Source: an optimization exercise on an open RTL-to-GDS flow (aim: small area). Production flows keep margins and buffers that such runs may drop. No functional check of the RTL was part of this run. No activity file was given, so power comes from the tool's default toggle rates.

==> flow/run.sh <==
#!/bin/bash
# synth_recipe.tcl (not shown) runs the flow's synth.tcl, then flattens the netlist and writes it again
# the make line also repeats each setting of config.mk as NAME=value (left out here)
make -C /OpenROAD-flow-scripts/flow DESIGN_CONFIG=/design/flow/config.mk WORK_HOME=/design/flow/orfs CLKGATE_MAP_FILE= SYNTH_SCRIPT=/design/flow/synth_recipe.tcl finish
==> flow/config.mk <==
export PLATFORM = sky130hd
export DESIGN_NAME = pipes
export DESIGN_NICKNAME = pipes
export VERILOG_FILES = /design/flow/design.v
export SDC_FILE = /design/flow/constraint.sdc
export NUM_CORES = 4
export LEC_CHECK = 0
export CAP_MARGIN = 20
export CORE_MARGIN = 2
export CORE_UTILIZATION = 40
export PLACE_DENSITY = 0.6
export SLEW_MARGIN = 20
==> flow/constraint.sdc <==
create_clock -name core_clock -period 9.0 [get_ports {clk}]
set_input_delay 1.8000 -clock core_clock [delete_from_list [all_inputs] [get_ports {clk}]]
set_output_delay 1.8000 -clock core_clock [all_outputs]
set_load 0.01 [all_outputs]
==> flow/design.v <==
module flag (
	input [31:0] busOut, busA, busB, 
	input carryOut, 
	output z, o, c, n
);
	assign z = ~|busOut[31:0];
	assign o = (busA[31]~^busB[31]) && (busA[31]^busOut[31]);
	assign c = carryOut;
	assign n = busOut[31];
endmodule
module addition (busADD, busA, busB, zADD, oADD, cADD, nADD);
	output [31:0] busADD;
	input  [31:0] busA, busB;
	output zADD, oADD, cADD, nADD;
	wire carryOut;
	assign {carryOut, busADD} = busA + busB;
	flag test(busADD, busA, busB, carryOut, zADD, oADD, cADD, nADD);
endmodule
module subtract (busSUB, busA, busB, zSUB, oSUB, cSUB, nSUB);
	output [31:0] busSUB;
	input  [31:0] busA, busB;
	output zSUB, oSUB, cSUB, nSUB;
	wire carryOut;
	assign {carryOut, busSUB} = busA - busB;
	flag test(busSUB, busA, busB, carryOut, zSUB, oSUB, cSUB, nSUB);
endmodule
module andGate (busAND, busA, busB, zAND, oAND, cAND, nAND);
	output [31:0] busAND;
	input  [31:0] busA, busB;
	output zAND, oAND, cAND, nAND;
	assign busAND = busA & busB;
	wire o_;
	flag test(busAND, busA, busB, 1'b0, zAND, o_, cAND, nAND);
	assign oAND = 1'b0;
endmodule
module orGate (busOR,  busA, busB, zOR, oOR, cOR, nOR);
	output [31:0] busOR;
	input  [31:0] busA, busB;
	output zOR, oOR, cOR, nOR;
	assign busOR = busA | busB;
	wire o_;
	flag test(busOR, busA, busB, 1'b0, zOR, o_, cOR, nOR);
	assign oOR = 1'b0;
endmodule
module xorGate (busXOR, busA, busB, zXOR, oXOR, cXOR, nXOR);
	output [31:0] busXOR;
	input  [31:0] busA, busB;
	output zXOR, oXOR, cXOR, nXOR;
	assign busXOR = busA ^ busB;
	wire o_;
	flag test(busXOR, busA, busB, 1'b0, zXOR, o_, cXOR, nXOR);
	assign oXOR = 1'b0;
endmodule
module setLT (busSLT, busA, busB, zSLT, oSLT, cSLT, nSLT);
	output [31:0] busSLT;
	input  [31:0] busA, busB;
	output zSLT, oSLT, cSLT, nSLT;
	assign busSLT = (busA < busB) ? 32'b1:32'b0;
	assign zSLT = ~busSLT[0];
	assign oSLT = 1'b0;
	assign cSLT = 1'b0;
	assign nSLT = 1'b0;
endmodule
module shiftll (busSLL, busA, sel, zSLL, oSLL, cSLL, nSLL);
	output [31:0] busSLL;
	input  [31:0] busA, sel;
    output zSLL, nSLL;
    output reg oSLL, cSLL;
    assign busSLL = busA << sel[2:0];
    assign zSLL = ~|busSLL[31:0];
    assign nSLL = busSLL[31];
    always @(*) begin
    	if (sel[2:0] == 3'b0) begin
    		cSLL = 1'b0;
    		oSLL = 1'b0;
    	end else if (sel[2:0] == 3'b1) begin
    		cSLL = busSLL[31];
    		oSLL = busSLL[31];
    	end else if (sel[2:0] == 3'b10) begin
    		cSLL = busSLL[30];
            oSLL = |busSLL[31:30];
        end else if (sel[2:0] == 3'b11) begin
            cSLL = busSLL[29];
            oSLL = |busSLL[31:29];
        end else if (sel[2:0] == 3'b100) begin
            cSLL = busSLL[28];
            oSLL = |busSLL[31:28];
        end else if (sel[2:0] == 3'b101) begin
            cSLL = busSLL[27];
            oSLL = |busSLL[31:27];
        end else if (sel[2:0] == 3'b110) begin
            cSLL = busSLL[26];
            oSLL = |busSLL[31:26];
    	end	else begin
    		cSLL = busSLL[25];
    		oSLL = |busSLL[31:25];
    	end
    end
endmodule
module mux2_1(out, i0, i1, sel);
		output out;
		input i0, i1, sel;
		wire out1, out2, NOTsel;
		not n(NOTsel, sel);
		and a1(out1, i1, sel);
		and a2(out2, i0, NOTsel);
		or o(out, out1, out2);
endmodule
module mux4_1(out, i00, i01, i10, i11, sel0, sel1);
		output out;
		input i00, i01, i10, i11, sel0, sel1;
		wire v0, v1;
		mux2_1 m0(.out(v0), .i0(i00), .i1(i01), .sel(sel0));
		mux2_1 m1(.out(v1), .i0(i10), .i1(i11), .sel(sel0));
		mux2_1 m(.out(out), .i0(v0) , .i1(v1) , .sel(sel1));
endmodule 
module mux8_1(out, i000, i001, i010, i011, i100, i101, i110, i111, sel0, sel1, sel2);
		output out;
		input i000, i001, i010, i011, i100, i101, i110, i111;
		input sel0, sel1, sel2;
		wire v0, v1;
		mux4_1 m0(.out(v0), .i00(i000), .i01(i001), .i10(i010), .i11(i011), .sel0(sel0), .sel1(sel1));
		mux4_1 m1(.out(v1), .i00(i100), .i01(i101), .i10(i110), .i11(i111), .sel0(sel0), .sel1(sel1));
		mux2_1 m(.out(out), .i0(v0) , .i1(v1) , .sel(sel2));
endmodule 
module mux32_1 (
	output out,
	input [31:0] in,
	input [4:0] sel
);
	wire v0, v1, v2, v3;
	mux8_1 m0(v0, in[0], in[1], in[2], in[3], in[4], in[5], in[6], in[7], sel[0], sel[1], sel[2]);
	mux8_1 m1(v1, in[8], in[9], in[10], in[11], in[12], in[13], in[14], in[15], sel[0], sel[1], sel[2]);
	mux8_1 m2(v2, in[16], in[17], in[18], in[19], in[20], in[21], in[22], in[23], sel[0], sel[1], sel[2]);
	mux8_1 m3(v3, in[24], in[25], in[26], in[27], in[28], in[29], in[30], in[31], sel[0], sel[1], sel[2]);
	mux4_1 m(.out(out), .i00(v0), .i01(v1), .i10(v2), .i11(v3), .sel0(sel[3]), .sel1(sel[4]));
endmodule
module mux32bit4_1 (
	output reg [31:0] out,
	input [31:0] i00, i01, i10, i11,
	input [1:0] sel
);
	always @(sel or i00 or i01 or i10 or i11) begin
		case (sel)
			2'b00	: out = i00;
			2'b01	: out = i01;
			2'b10	: out = i10;
			2'b11	: out = i11;
			default : out = 32'bx;
		endcase
	end
endmodule 
module DFlipFlop(q, qBar, D, clk, rst);
	input D, clk, rst;
	output q, qBar;
	reg q;
	not n1 (qBar, q);
	always@ (negedge rst or posedge clk)
	begin
		if(!rst)
			q <= 0;
		else
			q <= D;
	end
endmodule
module registerSingle (
	input clk,
	input rst,     
	input writeEnable,  
	input writeData,  
	output readData
);
	wire qBar;
	wire ns;
	mux2_1 mux(ns, writeData, readData, writeEnable);
	DFlipFlop register (readData, qBar, ns, clk, rst);
endmodule
module register (
	input clk,
	input rst,     
	input writeEnable,  
	input [31:0] writeData,   
	output [31:0] readData
);
	genvar j;
	generate
		for (j = 0; j < 32; j = j + 1) begin: registerLoop
			registerSingle register (clk, rst, writeEnable, writeData[j], readData[j]);
		end
	endgenerate
endmodule
module decoder5_32 (
	input [4:0] in,  
	output [31:0] notOut
);
	wire [31:0] out;
	wire [4:0] no;
	genvar i, j;
	generate		
		for (i = 0; i < 5; i = i + 1) begin: notLineLoop
			not n1(no[i], in[i]);
		end
	endgenerate
	and n00000(out[0], no[0], no[1], no[2], no[3], no[4]);
	and n10000(out[1], in[0], no[1], no[2], no[3], no[4]);
	and n01000(out[2], no[0], in[1], no[2], no[3], no[4]);
	and n11000(out[3], in[0], in[1], no[2], no[3], no[4]);
	and n00100(out[4], no[0], no[1], in[2], no[3], no[4]);
	and n10100(out[5], in[0], no[1], in[2], no[3], no[4]);
	and n01100(out[6], no[0], in[1], in[2], no[3], no[4]);
	and n11100(out[7], in[0], in[1], in[2], no[3], no[4]);
	and n00010(out[8], no[0], no[1], no[2], in[3], no[4]);
	and n10010(out[9], in[0], no[1], no[2], in[3], no[4]);
	and n01010(out[10], no[0], in[1], no[2], in[3], no[4]);	
	and n11010(out[11], in[0], in[1], no[2], in[3], no[4]);	
	and n00110(out[12], no[0], no[1], in[2], in[3], no[4]);
	and n10110(out[13], in[0], no[1], in[2], in[3], no[4]);	
	and n01110(out[14], no[0], in[1], in[2], in[3], no[4]);	
	and n11110(out[15], in[0], in[1], in[2], in[3], no[4]);
	and n00001(out[16], no[0], no[1], no[2], no[3], in[4]);
	and n10001(out[17], in[0], no[1], no[2], no[3], in[4]);
	and n01001(out[18], no[0], in[1], no[2], no[3], in[4]);
	and n11001(out[19], in[0], in[1], no[2], no[3], in[4]);
	and n00101(out[20], no[0], no[1], in[2], no[3], in[4]);
	and n10101(out[21], in[0], no[1], in[2], no[3], in[4]);
	and n01101(out[22], no[0], in[1], in[2], no[3], in[4]);
	and n11101(out[23], in[0], in[1], in[2], no[3], in[4]);
	and n00011(out[24], no[0], no[1], no[2], in[3], in[4]);
	and n10011(out[25], in[0], no[1], no[2], in[3], in[4]);
	and n01011(out[26], no[0], in[1], no[2], in[3], in[4]);	
	and n11011(out[27], in[0], in[1], no[2], in[3], in[4]);	
	and n00111(out[28], no[0], no[1], in[2], in[3], in[4]);
	and n10111(out[29], in[0], no[1], in[2], in[3], in[4]);	
	and n01111(out[30], no[0], in[1], in[2], in[3], in[4]);	
	and n11111(out[31], in[0], in[1], in[2], in[3], in[4]);	
	generate
		for (j = 0; j < 32; j = j + 1) begin: outLineLoop
			not n2(notOut[j], out[j]);
		end
	endgenerate
endmodule
module registerFile (
	input clk, 
	input [4:0] read0, read1, write,
	input wrEn,  
	input [31:0] writeData, 
	output [31:0] readOutput0, readOutput1
);
	wire regReadIndex;
	wire [31:0] wrEnDecoded;
	wire  [31:0] written;
	wire [31:0] RF [31:0];
	wire rst = 1'b0;
	decoder5_32 writeDecode(write, wrEnDecoded);
	genvar i;
	generate
		for (i = 0; i < 32; i = i + 1) begin: writtenEnableLoop
			or writtenEnableAnd(written[i], wrEn, wrEnDecoded[i]);
		end
	endgenerate
	register reg0(clk, rst, written[0], 32'b0, RF[0]);
	genvar j;
	generate
		for (j = 1; j < 32; j = j + 1) begin: registerLoopj
			register regj (clk, ~rst, written[j], writeData, RF[j]);
		end
	endgenerate
	genvar k, l;
	generate
		for (l = 0; l < 32; l = l + 1) begin: muxLoop
			wire [31:0] bitCompare;
			for (k = 0; k < 32; k = k + 1) begin: formARow
				buf e1(bitCompare[k], RF[k][l]);
			end
			mux32_1 mux (readOutput0[l], bitCompare, read0);
		end
	endgenerate
	generate
		for (l = 0; l < 32; l = l + 1) begin: muxLoop2
			wire [31:0] bitCompare;
			for (k = 0; k < 32; k = k + 1) begin: formARow
				buf e1(bitCompare[k], RF[k][l]);
			end
			mux32_1 mux (readOutput1[l], bitCompare, read1);
		end
	endgenerate
endmodule
module ProgCountReg (clk, reset, jAdx, JRAdx, brAdx, j, JR, br, z, out, PCWr);
	input clk, reset, j, JR, br, z, PCWr;
	input [31:0] jAdx, JRAdx, brAdx;
	output [6:0] out;
	reg [6:0] prgCount;
	wire [31:0] r0, r1, r2, r3, r4;
	wire z0, o0, c0, n0, z1, o1, c1, n1, brT, nCon;
	assign out = r3[5:0];
	addition prgAdd(r4, r3, 1, z0, o0, c0, n0);
	addition branchAdd(r1, {25'b0, prgCount}, brAdx, z1, o1, c1, n1);
	assign r0 = JR ? JRAdx : jAdx;
	assign brT = br & ~z;
	assign r2 = brT ? r1 : r0;
	assign nCon = j | JR | brT;
	assign r3 =  nCon ? r2 : {25'b0, prgCount};
	always @(posedge clk) begin
		if(reset)
			prgCount <= 0;
		else if(PCWr)
			prgCount <= r4[6:0];
	end
endmodule
module IFIDReg (clk,flush,IFIDWr,instr, progCD, progCQ, instrReg);
  input clk,flush,IFIDWr;
  input [31:0] instr;
  input [6:0] progCD;
  output reg [6:0] progCQ;
  output reg [31:0] instrReg;
  always @(posedge clk)
  begin
	progCQ <= progCD;
    if(flush)
      instrReg<=0;
    else if(IFIDWr)
      instrReg <= instr;
  end
endmodule
module IDEXReg (clk,Rs, Rt,Rd, WB, M, EX, busA, busB, imd,
  RsReg, RtReg,RdReg,WBReg,MReg,EXReg, busAReg, busBReg, imdReg);
  input clk;
  input [1:0] WB;  
  input [2:0] M;
  input [3:0] EX;
  input [4:0] Rs, Rt, Rd;
  input [31:0] busA, busB, imd;  
  output reg [1:0] WBReg;
  output reg [2:0] MReg;
  output reg [3:0] EXReg;
  output reg [4:0] RsReg,RtReg,RdReg;
  output reg [31:0] busAReg, busBReg, imdReg;
  always @(posedge clk) begin
  WBReg <= WB;
  MReg <= M;
  EXReg <= EX;
  RsReg <= Rs;
  RtReg <= Rt;
  RdReg <= Rd;
  busAReg <= busA;
  busBReg <= busB;
  imdReg <= imd;
  end
endmodule
module EXMEMReg(clk,WB, M, DataIn,ALURes,RdRt,
  WBReg, MReg, DataOut,ALUReg, RdRtReg);
  input clk;
  input [1:0] WB;
  input [2:0] M;
  input [4:0] RdRt;
  input [31:0] DataIn,ALURes;
  output reg [1:0] WBReg;
  output reg [2:0] MReg;
  output reg [4:0] RdRtReg;
  output reg [31:0] DataOut,ALUReg;
  always @(posedge clk)
  begin  
    WBReg <= WB;
    MReg <= M;
    ALUReg <= ALURes;
    DataOut <= DataIn;
    RdRtReg <= RdRt;
  end
endmodule
module MEMWBReg (clk,WB,Rd, MemOut, ALURes,WBReg,RdReg,MemReg,ALUReg);
  input clk;
  input [1:0] WB;
  input [4:0] Rd;
  input [31:0] MemOut, ALURes;
  output reg [1:0] WBReg;
  output reg [4:0] RdReg;
  output reg [31:0] MemReg, ALUReg;
  always @(posedge clk)
  begin
  WBReg <= WB;
  RdReg <= Rd;
  MemReg <= MemOut;
  ALUReg <= ALURes;
  end
endmodule
module InstrucDecoder (instr, j, br, Mem2Reg, ALUop, MemWrEn, ALUsrc, RegDst, regWR, JR);
input [31:26] instr;
output reg regWR, j, br, Mem2Reg, MemWrEn, ALUsrc, RegDst, JR;
output reg [1:0] ALUop;
parameter nop=6'b101100,add=6'b100000, sub=6'b100010, AND=6'b100100, OR=6'b100101, XOR=6'b100110, slt=6'b101010,
				sll=6'b000000, lw=6'b100011, sw=6'b101011, jmp=6'b000010, jr=6'b001000, bne=6'b000101;
always @(*)
	begin
		case(instr)
			nop:	begin
						RegDst = 1;
						j = 0; 
						br = 0;
						Mem2Reg = 0;
						ALUop = 2;
						MemWrEn = 1;
						ALUsrc = 0;
						regWR = 0;
						JR = 0;
						end
			add:	begin
						RegDst = 1;
						j = 0;
						br = 0;
						Mem2Reg = 0;
						ALUop = 2;
						MemWrEn = 1;
						ALUsrc = 0;
						regWR = 0;
						JR = 0;
						end			
			sub:	begin
						RegDst = 1;
						j = 0;
						br = 0;
						Mem2Reg = 0;
						ALUop = 2;
						MemWrEn = 1;
						ALUsrc = 0;
						regWR = 0;
						JR = 0;
						end
			AND:	begin
						RegDst = 1;
						j = 0;
						br = 0;
						Mem2Reg = 0;
						ALUop = 2;
						MemWrEn = 1;
						ALUsrc = 0;
						regWR = 0;
						JR = 0;
						end
			OR:		begin
						RegDst = 1;
						j = 0;
						br = 0;
						Mem2Reg = 0;
						ALUop = 2;
						MemWrEn = 1;
						ALUsrc = 0;
						regWR = 0;
						JR = 0;
						end
			XOR:	begin
						RegDst = 1;
						j = 0;
						br = 0;
						Mem2Reg = 0;
						ALUop = 2;
						MemWrEn = 1;
						ALUsrc = 0;
						regWR = 0;
						JR = 0;
						end
			slt:	begin
						RegDst = 1;
						j = 0;
						br = 0;
						Mem2Reg = 0;
						ALUop = 2;
						MemWrEn = 1;
						ALUsrc = 0;
						regWR = 0;
						JR = 0;
						end
			sll:	begin
						RegDst = 1;
						j = 0;
						br = 0;
						Mem2Reg = 0;
						ALUop = 2;
						MemWrEn = 1;
						ALUsrc = 0;
						regWR = 0;
						JR = 0;
						end
			lw:		begin
						RegDst = 0;
						j = 0;
						br = 0;
						Mem2Reg = 1;
						ALUop = 0;
						MemWrEn = 1;
						ALUsrc = 1;
						regWR = 0;
						JR = 0;
						end
			sw:		begin
						RegDst = 0;
						j = 0;
						br = 0;
						Mem2Reg = 1;
						ALUop = 0;
						MemWrEn = 0;
						ALUsrc = 1;
						regWR = 1;
						JR = 0;
						end
			jmp:		begin
						RegDst = 0;
						j = 1;
						br = 0;
						Mem2Reg = 1;
						ALUop = 0;
						MemWrEn = 1;
						ALUsrc = 1;
						regWR = 1;
						JR = 0;
						end
			jr:		begin
						RegDst = 0;
						j = 1;
						br = 0;
						Mem2Reg = 1;
						ALUop = 2;
						MemWrEn = 1;
						ALUsrc = 1;
						regWR = 1;
						JR = 1;
						end
			bne:	begin
						RegDst = 0;
						j = 0;
						br = 1;
						Mem2Reg = 1;
						ALUop = 1;
						MemWrEn = 1;
						ALUsrc = 0;
						regWR = 0;
						JR = 0;
						end
			default: begin 
						RegDst = 1'b0;
						j = 1'b0;
						br = 1'b0;
						Mem2Reg = 1'b0;
						ALUop = 1'b0;
						MemWrEn = 1'b1;
						ALUsrc = 1'b0;
						regWR = 1'b1;
						JR = 0;
						end 
		endcase
	end
endmodule
module ALUcontrol (ALUop, instr, ALUin);
	input [1:0] ALUop;
	input [5:0] instr;
	output reg [2:0] ALUin;
	parameter [2:0] NOP = 3'b000, ADD = 3'b001, SUB = 3'b010, AND = 3'b011, OR = 3'b100, XOR = 3'b101, SLT = 3'b110, SLL = 3'b111;
	always @(*) begin
		if (ALUop[1]) begin
			case (instr)
				6'b100000: ALUin = ADD;
				6'b100010: ALUin = SUB;
				6'b100100: ALUin = AND;
				6'b100101: ALUin = OR;
				6'b100110: ALUin = XOR;
				6'b101010: ALUin = SLT;
				6'b000000: ALUin = SLL;
				default :  ALUin = NOP;
			endcase
		end else begin
			if(ALUop[0])
				ALUin = SUB;
			else
				ALUin = ADD;
		end
	end
endmodule
module ALUnit (
	input [2:0]  control,
	input [31:0] busA, busB,
	output [31:0] busOut,
	output zero, overflow, carryout, negative
);
	parameter [31:0] nul = 32'b0;  
	parameter [2:0] NOP = 3'b000, ADD = 3'b001, SUB = 3'b010, AND = 3'b011, OR = 3'b100, XOR = 3'b101, SLT = 3'b110, SLL = 3'b111;
	wire [31:0] busADD, busSUB, busAND, busOR, busXOR, busSLT, busSLL;
	wire zADD, oADD, cADD, nADD;
	wire zSUB, oSUB, cSUB, nSUB;
	wire zAND, oAND, cAND, nAND;
	wire zOR,  oOR,  cOR,  nOR ;
	wire zXOR, oXOR, cXOR, nXOR;
	wire zSLT, oSLT, cSLT, nSLT;
	wire zSLL, oSLL, cSLL, nSLL;
	reg zns, ons, cns, nns;
	reg [31:0] outps, outns;
	assign zero = zns;
	assign overflow = ons;
	assign carryout = cns;
	assign negative = nns;
	assign busOut = outns;
	addition add1  (busADD, busA, busB, zADD, oADD, cADD, nADD);
	subtract sub1  (busSUB, busA, busB, zSUB, oSUB, cSUB, nSUB);
	andGate  and1  (busAND, busA, busB, zAND, oAND, cAND, nAND);
	orGate   or1   (busOR,  busA, busB, zOR,  oOR,  cOR,  nOR );
	xorGate  xor1  (busXOR, busA, busB, zXOR, oXOR, cXOR, nXOR);
	setLT    slt1  (busSLT, busA, busB, zSLT, oSLT, cSLT, nSLT);  
	shiftll  sll1  (busSLL, busA, busB, zSLL, oSLL, cSLL, nSLL);  
	always @(*) begin
		if (control == NOP) begin
			zns = 1'b1;
			ons = 1'b0;
			cns = 1'b0;
			nns = 1'b0;
			outns = nul;
		end else if (control == ADD) begin
			zns = zADD;
			ons = oADD;
			cns = cADD;
			nns = nADD;
			outns = busADD;
		end else if (control == SUB) begin
			zns = zSUB;
			ons = oSUB;
			cns = cSUB;
			nns = nSUB;
			outns = busSUB;
		end else if (control == AND) begin
			zns = zAND;
			ons = oAND;
			cns = cAND;
			nns = nAND;
			outns = busAND;
		end else if (control == OR) begin
			zns = zOR;
			ons = oOR;
			cns = cOR;
			nns = nOR;
			outns = busOR;
		end else if (control == XOR) begin
			zns = zXOR;
			ons = oXOR;
			cns = cXOR;
			nns = nXOR;
			outns = busXOR;
		end else if (control == SLT) begin
			zns = zSLT;
			ons = oSLT;
			cns = cSLT;
			nns = nSLT;
			outns = busSLT;
		end else if (control == SLL) begin
			zns = zSLL;
			ons = oSLL;
			cns = cSLL;
			nns = nSLL;
			outns = busSLL;
		end else begin
			zns = 1'b0;
			ons = 1'b0;
			cns = 1'b0;
			nns = 1'b0;
			outns = nul;
		end
	end
endmodule
module hazardDetectU(IFIDRegRs,IFIDRegRt,IDEXRegRt,IDEXMemRead,IFIDWr,PCWr,hazCtrl);
  input [4:0]IFIDRegRs,IFIDRegRt,IDEXRegRt;
  input IDEXMemRead;
  output reg IFIDWr,PCWr, hazCtrl;
  always @(IFIDRegRs,IFIDRegRt,IDEXRegRt,IDEXMemRead)
    if (~IDEXMemRead & ((IDEXRegRt == IFIDRegRs) | (IDEXRegRt == IFIDRegRt)))
      begin
        IFIDWr = 0;
        PCWr = 0;
        hazCtrl = 1;
      end
    else
      begin
        IFIDWr = 1;
        PCWr = 1;
        hazCtrl= 0;
      end
endmodule
module forwardUnit (IDEXRs, IDEXRt, EXMEMRd, MEMWBRd, EXMEMRegWrite, MEMWBRegWrite,ForwardA, ForwardB);
	input [4:0] IDEXRs, IDEXRt, EXMEMRd, MEMWBRd;
	input EXMEMRegWrite, MEMWBRegWrite;
	output reg [1:0] ForwardA, ForwardB;
	always @(EXMEMRegWrite or MEMWBRegWrite or EXMEMRd or MEMWBRd or IDEXRs)
		begin
			if (EXMEMRegWrite && (EXMEMRd != 0) && (EXMEMRd == IDEXRs))
				ForwardA = 2'b10;
			else if (MEMWBRegWrite && (MEMWBRd != 0) &&  ~(EXMEMRegWrite && (EXMEMRd != 0) && (EXMEMRd == IDEXRs)) && (MEMWBRd == IDEXRs))
				ForwardA = 2'b01;
			else
				ForwardA = 2'b00;
		end
	always @(EXMEMRegWrite or MEMWBRegWrite or EXMEMRd or MEMWBRd or IDEXRt)
		begin
			if (EXMEMRegWrite && (EXMEMRd != 0) && (EXMEMRd == IDEXRt))
				ForwardB = 2'b10;
			else if (MEMWBRegWrite && (MEMWBRd != 0) &&  ~(EXMEMRegWrite && (EXMEMRd != 0) && (EXMEMRd == IDEXRt)) && (MEMWBRd == IDEXRt))
				ForwardB = 2'b01;
			else
				ForwardB = 2'b00;
		end
endmodule
module pipes (clk, rst, imem_addr, imem_data, dmem_addr, dmem_we, dmem_wdata, dmem_rdata);
	input clk;
	input rst;
	output [5:0] imem_addr;
	input [31:0] imem_data;
	output [10:0] dmem_addr;
	output dmem_we;
	output [15:0] dmem_wdata;
	input [15:0] dmem_rdata;
	wire [31:0] jAdx, JRAdx, brAdx, instrD, instrQ, IDbusA, IDbusB, writeData, EXbusA, EXbusB, EXbusOut, ALUB, busA, busB, busALU, WrData, busALUWB;
	wire [15:0] IDimd, EXimd, data, ReadData;
	wire [6:0] prgCD, prgCQ;
	wire [4:0] RsID, RtID, RdID, RsEX, RtEX, RdEX, dstReg, RdRtEX, RdRtME;
	wire [3:0] IDEX, EX;
	wire [2:0] control;
	wire [1:0] ALUop, IDWB, WBEX, WBME, WB, fwdA, fwdB;
	wire IFIDWr, PCWr, hazCtrl, flush, JR, regWR, RegDst, ALUsrc, MemWrEn, Mem2Reg, br, j, IDM, MEX, ME, zero, overflow, carryout, negative;
	assign flush = rst;
	assign jAdx = instrQ[25:0];
	assign JRAdx = IDbusA;
	assign brAdx = {{16{instrQ[15]}}, instrQ[15:0]};
	hazardDetectU hazItAll(instrQ[25:21], instrQ[20:16], RtEX, ME, IFIDWr, PCWr, hazCtrl);
	ProgCountReg pc(clk, rst, jAdx, JRAdx, brAdx, j, JR, br, zero, prgCD, PCWr);
	assign imem_addr = prgCD[5:0];
	assign instrD = imem_data;
	IFIDReg IFID (clk, flush, IFIDWr, instrD, prgCD, prgCQ, instrQ);
	registerFile regs(clk, instrQ[25:21], instrQ[20:16], dstReg, WB[0], writeData, IDbusA, IDbusB);
	InstrucDecoder decoder(instrQ[31:26], j, br, Mem2Reg, ALUop, MemWrEn, ALUsrc, RegDst, regWR, JR);
	assign {IDWB, IDM, IDEX} = hazCtrl ? 7'b0110000 : {{Mem2Reg, regWR}, MemWrEn, {ALUop, ALUsrc, RegDst}};
	assign RsID  = instrQ[25:21];
	assign RtID  = instrQ[20:16];
	assign RdID  = instrQ[15:11];
	assign IDimd = instrQ[15:0];
	IDEXReg IDEXReg (clk, RsID, RtID, RdID, IDWB, IDM, IDEX, IDbusA, IDbusB, IDimd, 
							 RsEX, RtEX, RdEX, WBEX, MEX, EX,   EXbusA, EXbusB, EXimd);
	assign ALUB = (ALUsrc) ? EXimd : busB;
	assign RdRtEX = EX[0] ? RdEX : RtEX;
	mux32bit4_1 busAfwd(busA, EXbusA, writeData, busALU, 0, fwdA);
	mux32bit4_1 busBfwd(busB, EXbusB, writeData, busALU, 0, fwdB);
	forwardUnit movinFWD(RsEX, RtEX, RdRtME, dstReg, ~WBME[0], ~WB[0], fwdA, fwdB);
	ALUcontrol translate(EX[3:2], EXimd[5:0], control);
	ALUnit logicUnit(control, busA, ALUB, EXbusOut, zero, overflow, carryout, negative);
	EXMEMReg EXMEM(clk, WBEX, MEX, busB, EXbusOut, RdRtEX, WBME, ME, WrData, busALU, RdRtME);
	assign data = ME ? dmem_rdata : WrData[15:0];
	assign dmem_addr = busALU[10:0];
	assign dmem_we = ~ME;
	assign dmem_wdata = WrData[15:0];
	MEMWBReg MEMWB(clk, WBME, RdRtME, data, busALU, WB, dstReg, ReadData, busALUWB);
	assign writeData = WB[1] ? {{16{ReadData[15]}}, ReadData[15:0]} : busALUWB;
endmodule
==> reports/summary.txt <==
Total global-route track usage - 0.262
CP max-delay cell - or4_4
Max Clk Rate - 113 MHz
Routed WL - 210000 um
Cts bufs inserted - 136
DP Wirelength - 132000 um
IO Count - 84
Largest net degree at the start of global routing - 90
Layout cells sized above 1 - 0.333
Yosys warns - 22
Run status - timing/DRC/antenna clean
Final Hold Viols - 0
H-tree levels - 4
Synth Instances - 4050
Drt drc - 0
Kind of critical path - reg2out
Number of synthesized flops with an enable pin - 992
TritonRoute pass-1 iters - 6
Leakage - 24.0 nW
Post-route insts no fill - 6408
Pwr Density - 244 mW/mm2
Setup WS post-layout - 0.185 ns
GRT overflow - 0
Full die area - 0.159 mm2
Die X - 399 um
Final Hold Slack - 0.327 ns
Worst Setup End Kind - output pin
Fill cells - 13300
Final net count - 4388
Final Core Density - 0.468
Vias in the first global route - 40300
Die Y - 399 um
Initial Util - 0.404
Area growth syn-to-layout - 15.9%
CTS clock-pin slew for the worst setup and hold paths - 0.06 ns
Hold Path Class - reg2reg
Critical Path RT - 7.20 ns
Post-synthesis async set-or-reset flop share - 0
CTS tree - done
CP cell instances - or4_4 -> o21bai_4 -> nor3_4 -> buf_4 -> buf_4 -> o311ai_4 -> nand2_2 -> ha_4 -> nor2_1 -> a211oi_2 -> o21a_1 -> a41oi_4 -> a31o_4 -> o311ai_4 -> a211oi_2 -> a311o_1 -> or4_4 -> nor4_4 -> and3_4 -> a31oi_4 -> mux2_4 -> dlygate4sd2_1
Syn avg cell area - 15.4 um2
Crit path DAT - 7.02 ns
Slew Limit Fails - 0
DR WL/cell - 32.8 um
Crit-path max FO - 7
CP Launch Type - flip-flop
Synthesized area - 0.0623 mm2
Crit-path max cell delay - 0.57 ns
Max-Cap Viols - 0
Synth Net Count - 4185
CORE AREA - 0.154 mm2
Buffers on Ports - 83
Max IR drop VDD - 0.190 mV
Longest Clk Path Bufs - 3
Crit path time final - 8.82 ns
Worst-margin pin slew - 1.24 ns
Final GP Congestion - 0.994
Final Cycle Share - 0.979
Routed Antenna Nets - 0
Ys flop type - edfxtp_1
Netlist cell types - 96
First-pass GRT wire length - 297000 um
Post-place instance area - 0.0669 mm2
Placed Instances - 6124
Root buf cell - clkbuf_16
Worst-Skew Late Latency - 0.79 ns
Register area share after synthesis - 0.559
Rel. slew slack - 0.171
Fin Clk Skew - 0.0343 ns
Clock sink total - 1246
Via count - 40800
Pre-CTS setup slack - 0.118 ns
Flops & latches, synth - 1246
Initial antenna violation count - 5
Drt first-iter violations - 4866
Final Cell Area - 0.0722 mm2
Vias/cell - 6.37
Final Setup Violations - 0
Row cnt - 144
cells in the final DEF, fill, tap and decap left out, types with 30 or more instances in the layout:
| cell type | count |
|---|---|
| clkdlybuf4s50_1 | 76 |
| nor2_1 | 144 |
| clkbuf_16 | 144 |
| mux4_2 | 580 |
| nand4_1 | 57 |
| xnor2_1 | 51 |
| mux2i_1 | 99 |
| nor3_1 | 108 |
| nand2_1 | 156 |
| clkbuf_1 | 41 |
| a22o_1 | 66 |
| a21oi_1 | 151 |
| inv_1 | 113 |
| o21ai_0 | 128 |
| xor2_1 | 36 |
| edfxtp_1 | 992 |
| buf_4 | 268 |
| ha_1 | 70 |
| nor2_4 | 31 |
| dfxtp_1 | 238 |
| mux2_2 | 164 |
| nand3_1 | 30 |
per-layer routing:
| layer | part of all wire | up-vias | global-route usage |
|---|---|---|---|
| met4 | 0.039 | 2 | 0.0941 |
| met1 | 0.39 | 21400 | 0.346 |
| met5 | 0.000052 | - | 0 |
| met3 | 0.084 | 369 | 0.0464 |
| met2 | 0.49 | 2149 | 0.434 |
| li1 | - | 16900 | - |
area by class of cell:
cell class	count	area, um2	share of cell area
clock buffer	202	3990	0.0553
tap	2044	2560	0.0354
timing repair buffer	369	3140	0.0435
inverter	118	443	0.00613
sequential	1246	34900	0.483
antenna	3	7.51	0.000104
multi-input combinational	2382	26800	0.371
clock inverter	44	408	0.00565
Yosys cell counts, types with 24 or more instances:
library cell	count	area, um2
a21oi_1	154	771
a22o_1	66	578
buf_1	73	274
clkbuf_1	197	739
dfxtp_1	254	5080
edfxtp_1	992	29800
ha_1	82	1030
inv_1	114	428
mux2_2	164	1850
mux2i_1	103	1030
mux4_2	580	13100
nand2_1	161	604
nand3_1	32	160
nand4_1	57	357
nor2_1	177	664
nor3_1	115	576
nor4_1	24	150
o21ai_0	161	806
o31ai_1	33	248
xnor2_1	55	482
xor2_1	37	324
cell families after synthesis:
| family | count (synthesis) | synth area share |
|---|---|---|
| flops | 1246 | 0.559 |
| mux | 849 | 0.256 |
| simple gates | 688 | 0.0541 |
| compound gates | 667 | 0.0731 |
| buf+inv | 422 | 0.0269 |
| xor+xnor | 92 | 0.0129 |
| fa+ha+maj | 86 | 0.0176 |
path summary, 6_finish.rpt:
check                         startpoint                     endpoint  slack, ns  cells past startpoint
max             EXMEM.RdRtReg[2]$_DFF_P_                 imem_addr[4]       0.18                     22
min          IDEXReg.WBReg[1]$_SDFF_PP0_       EXMEM.WBReg[1]$_DFF_P_       0.33                      0
max reg2reg     EXMEM.RdRtReg[2]$_DFF_P_  pc.prgCount[2]$_SDFFE_PP0N_       2.56                     23
min reg2reg  IDEXReg.WBReg[1]$_SDFF_PP0_       EXMEM.WBReg[1]$_DFF_P_       0.33                      0
worst max-delay path, delay by kind of cell, from the launching register on:
| family | cells | cell delay, ns |
|---|---|---|
| DFF | 1 | 0.35 |
| buffers and inverters | 3 | 0.56 |
| AOI/OAI and AO/OA | 10 | 2.58 |
| adders and majority gates | 1 | 0.33 |
| muxes | 1 | 0.34 |
| and+or+nand+nor | 7 | 2.06 |
timing repair:
| action | CTS | global route |
|---|---|---|
| pin swaps | 13 | 30 |
| gates cloned | 1 | 0 |
| hold buffers | 0 | 0 |
| buffers inserted | 14 | 20 |
| gates resized for setup | 69 | 82 |
| setup endpoints to repair | 6 | 6 |
| hold endpoints to repair | 0 | 0 |
through the flow:
stage,power (W),TNS (ns)
5_1_grt,0.0182,-0.0585
3_5_place_dp,0.0118,0
6_report,0.0176,0
4_1_cts,0.0175,0
2_1_floorplan,0.00994,0
3_3_place_gp,0.0118,0
where the power goes:
part	switching, W	total, W	internal (W)
clock	0.00233	0.00555	0.00322
combinational	0.00298	0.00464	0.00167
sequential	0.000292	0.00739	0.00710

what the ideal ports hide:
In the flow no input, the clock included, has a driving cell. The finished layout below was timed again as built, in two steps. Step 1: set_driving_cell puts a clkbuf_16 on clk and a buf_2 on each other input, an assumption about the parent block. Step 2 also shifts input and output timing later by t, the mid clock arrival at the registers, as if the neighbouring blocks saw the same clock. Three values: no drivers, after step 1, after step 2; two values: the first two.
t (ns): 0.855
slack for setup (ns): 0.185 / 0.099 / 0.953
worst setup path at the end: register to output
clock arrival spread, ns: 0.035 / 0.035
worst register clock-pin slew, ns: 0.07 / 0.07
After both steps this run still meets setup and hold. For this run, drivers alone change the setup slack by -0.086 ns; drivers and shift together by +0.768 ns.
